Background: an optimization exercise with open tools, aiming at small area. Do not read the settings as production practice. Function was checked by simulation only, so behaviour that the tests miss may differ from the original. No activity file was given, so power comes from the tool's default toggle rates.

== the reference run ==
==> flow/design.v (excerpt) <==
module car_dash(clk, RST, Buttons, SW, JSTK_X, cs, write, data, debug, anode, segment);
Size in the first run: roughly 1100 cells after synthesis, about 49 I/O pins.
Settings: LEC_CHECK=0, ABC_AREA=1, CAP_MARGIN=0, CORE_MARGIN=2, CORE_UTILIZATION=70, CTS_BUF_LIST=sky130_fd_sc_hd__clkbuf_8, CTS_CLUSTER_DIAMETER=50, CTS_CLUSTER_SIZE=20, SLEW_MARGIN=0; clock period 40.0 ns.
standard.sh (not shown) runs the stock make flow with config.mk's settings and CLKGATE_MAP_FILE= SYNTH_SCRIPT=/design/flow/synth_recipe.tcl, a recipe that flattens the netlist after the stock synthesis.
==> flow/flow/run.sh <==
#!/bin/bash
# Own layout flow: the standard synthesis, then the combinational logic between the
# standard synthesis's registers is mapped again by ABC with area-oriented scripts (several are
# tried and the smallest netlist is kept; the registers, their names and cell types are kept),
# then the standard layout steps run on that netlist, with small port buffers.
# Each tool's full output goes to a log file of its own in the work folder (log_*.txt).
set -euo pipefail
WORK=$(pwd)
PLAT=${FLOW_PLATFORM:-sky130hd}
RES=$WORK/orfs/results/$PLAT/car_dash/base
LIB=$FLOW_HOME/platforms/$PLAT/lib/sky130_fd_sc_hd__tt_025C_1v80.lib

# 1. the standard synthesis
bash standard.sh synth > log_1_std_synth.txt 2>&1

# 2. map the combinational logic again, with each ABC script in flow/abc_*.abc
cp $RES/1_2_yosys.v $WORK/std_synth.v
SEQ=$(awk '/^  sky130_fd_sc_hd__/{t=$1} /\.CLK\(/{print t}' $WORK/std_synth.v | sort -u | tr '\n' ' ')
DONTUSE=$(grep -o -- "-dont_use [A-Za-z0-9_]*" $WORK/orfs/logs/$PLAT/car_dash/base/1_2_yosys.log | sort -u | tr '\n' ' ')
for A in flow/abc_*.abc; do
  N=$(basename $A .abc)
  sed -e "s#@LIB@#$LIB#g" -e "s#@IN@#$WORK/std_synth.v#g" -e "s#@OUT@#$WORK/resyn_$N.v#g" \
      -e "s#@TOP@#${FLOW_TOP:-car_dash}#g" -e "s#@ABC@#$WORK/$A#g" -e "s#@DONTUSE@#$DONTUSE#g" \
      -e "s#@SEQ@#$SEQ sky130_fd_sc_hd__conb_1#g" -e "s#@STAT@#$WORK/resyn_$N.stat#g" \
      flow/resyn.ys > $WORK/resyn_$N.ys
  (yosys -s $WORK/resyn_$N.ys > log_2_resyn_$N.txt 2>&1 || rm -f $WORK/resyn_$N.stat) &
done
wait
BEST=""; BESTA=""
for S in $WORK/resyn_*.stat; do
  [[ -f $S ]] || continue
  A=$(grep "Chip area for module" $S | tail -1 | awk '{print $NF}')
  if [[ -z "$BEST" ]] || awk -v a="$A" -v b="$BESTA" 'BEGIN{exit !(a < b)}'; then BEST=${S%.stat}.v; BESTA=$A; fi
done
echo "kept $BEST, area $BESTA" > log_2_resyn_choice.txt
cp $BEST $RES/1_2_yosys.v
rm -f $RES/1_synth.odb $RES/1_synth.sdc

# 3. the standard layout steps on the new netlist
# flow/cts_args, if there, holds the clock tree synthesis arguments (CTS_ARGS)
EXTRA=()
if [[ -f flow/cts_args ]]; then EXTRA+=("CTS_ARGS=$(cat flow/cts_args)"); fi
bash standard.sh "BUFFER_PORTS_ARGS=-buffer_cell sky130_fd_sc_hd__buf_1" "${EXTRA[@]}" finish > log_3_std_layout.txt 2>&1
test -f out/final.def
Other scripts of this flow, unchanged in this note and not shown: flow/flow/abc_a.abc, flow/flow/abc_b.abc, flow/flow/abc_c.abc, flow/flow/abc_d.abc, flow/flow/cts_args, flow/flow/resyn.ys
In summary, the reference run completed successfully, with a layout that passed the timing, design-rule and antenna checks.
## Diff of input files: the trial run against the reference run
Settings: removing CTS_CLUSTER_SIZE (formerly 20); removing CTS_CLUSTER_DIAMETER (formerly 50); removing CTS_BUF_LIST (formerly sky130_fd_sc_hd__clkbuf_8).
diff --git a/flow/flow/run.sh b/flow/flow/run.sh
--- a/flow/flow/run.sh
+++ b/flow/flow/run.sh
@@ -20,8 +20,13 @@
 for A in flow/abc_*.abc; do
-  N=$(basename $A .abc)
-  sed -e "s#@LIB@#$LIB#g" -e "s#@IN@#$WORK/std_synth.v#g" -e "s#@OUT@#$WORK/resyn_$N.v#g" \
-      -e "s#@TOP@#${FLOW_TOP:-car_dash}#g" -e "s#@ABC@#$WORK/$A#g" -e "s#@DONTUSE@#$DONTUSE#g" \
-      -e "s#@SEQ@#$SEQ sky130_fd_sc_hd__conb_1#g" -e "s#@STAT@#$WORK/resyn_$N.stat#g" \
-      flow/resyn.ys > $WORK/resyn_$N.ys
-  (yosys -s $WORK/resyn_$N.ys > log_2_resyn_$N.txt 2>&1 || rm -f $WORK/resyn_$N.stat) &
+  for K in 0 1; do
+    # variant K=1 also keeps the standard synthesis's full adders
+    N=$(basename $A .abc)_k$K
+    KEEP="$SEQ sky130_fd_sc_hd__conb_1"
+    if [[ $K == 1 ]]; then KEEP="$KEEP sky130_fd_sc_hd__fa_1"; fi
+    sed -e "s#@LIB@#$LIB#g" -e "s#@IN@#$WORK/std_synth.v#g" -e "s#@OUT@#$WORK/resyn_$N.v#g" \
+        -e "s#@TOP@#${FLOW_TOP:-car_dash}#g" -e "s#@ABC@#$WORK/$A#g" -e "s#@DONTUSE@#$DONTUSE#g" \
+        -e "s#@SEQ@#$KEEP#g" -e "s#@STAT@#$WORK/resyn_$N.stat#g" \
+        flow/resyn.ys > $WORK/resyn_$N.ys
+    (yosys -s $WORK/resyn_$N.ys > log_2_resyn_$N.txt 2>&1 || rm -f $WORK/resyn_$N.stat) &
+  done
 done
Results
- Sequential share of cell area, the reference run and the trial run: larger value in the trial run
- Comparing the reference run and the trial run, the higher via count was measured on the reference run.
- The reference run → the trial run: utilization level, area of the core went down, non-clock buffer count increased about 2.3%.
- Summary of the trial run over the reference run: share of the cycle needed by the critical path after routing neither gained nor lost much; share of power burned in combinational logic decreased by 3.0 points relative to the old numbers; remaining antenna violation count held.
- Taking the reference run as 1.0, the trial run lands at 0.800 on non-clock inverter count in the final layout.
- Achievable clock frequency went down slightly going from the reference run to the trial run.
- The reference run reports its launch point of the worst path as u_time.y[5] while the trial run reports u_rand.e[0].
- Sort the reference run and the trial run by hold slack, descending, and the reference run comes first.

[static timing again, ports no longer ideal]
No port has a modelled driver above. Below, the same layouts with a new extraction and two added sets of constraints. Step 1 sets driving cells, clkbuf_16 on the clock port and buf_2 on the other inputs (assumed; they add their load-dependent delay and slew). Step 2 moves the port delays by t, midway between the first and last clock arrival at a register: inputs arrive t later, outputs are due t later. That takes back most of the time a late clock gives input paths. a / b / c = no drivers / after step 1 / after step 2; a / b = the first two.
run	shift t [ns]	setup WS [ns]	worst register clock-pin slew, ns
the reference run	0.671	29.000 / 28.961 / 29.544	0.11 / 0.11
the trial run	0.608	28.950 / 28.950 / 28.950	0.11 / 0.11
After both steps setup and hold are still met in every run listed.
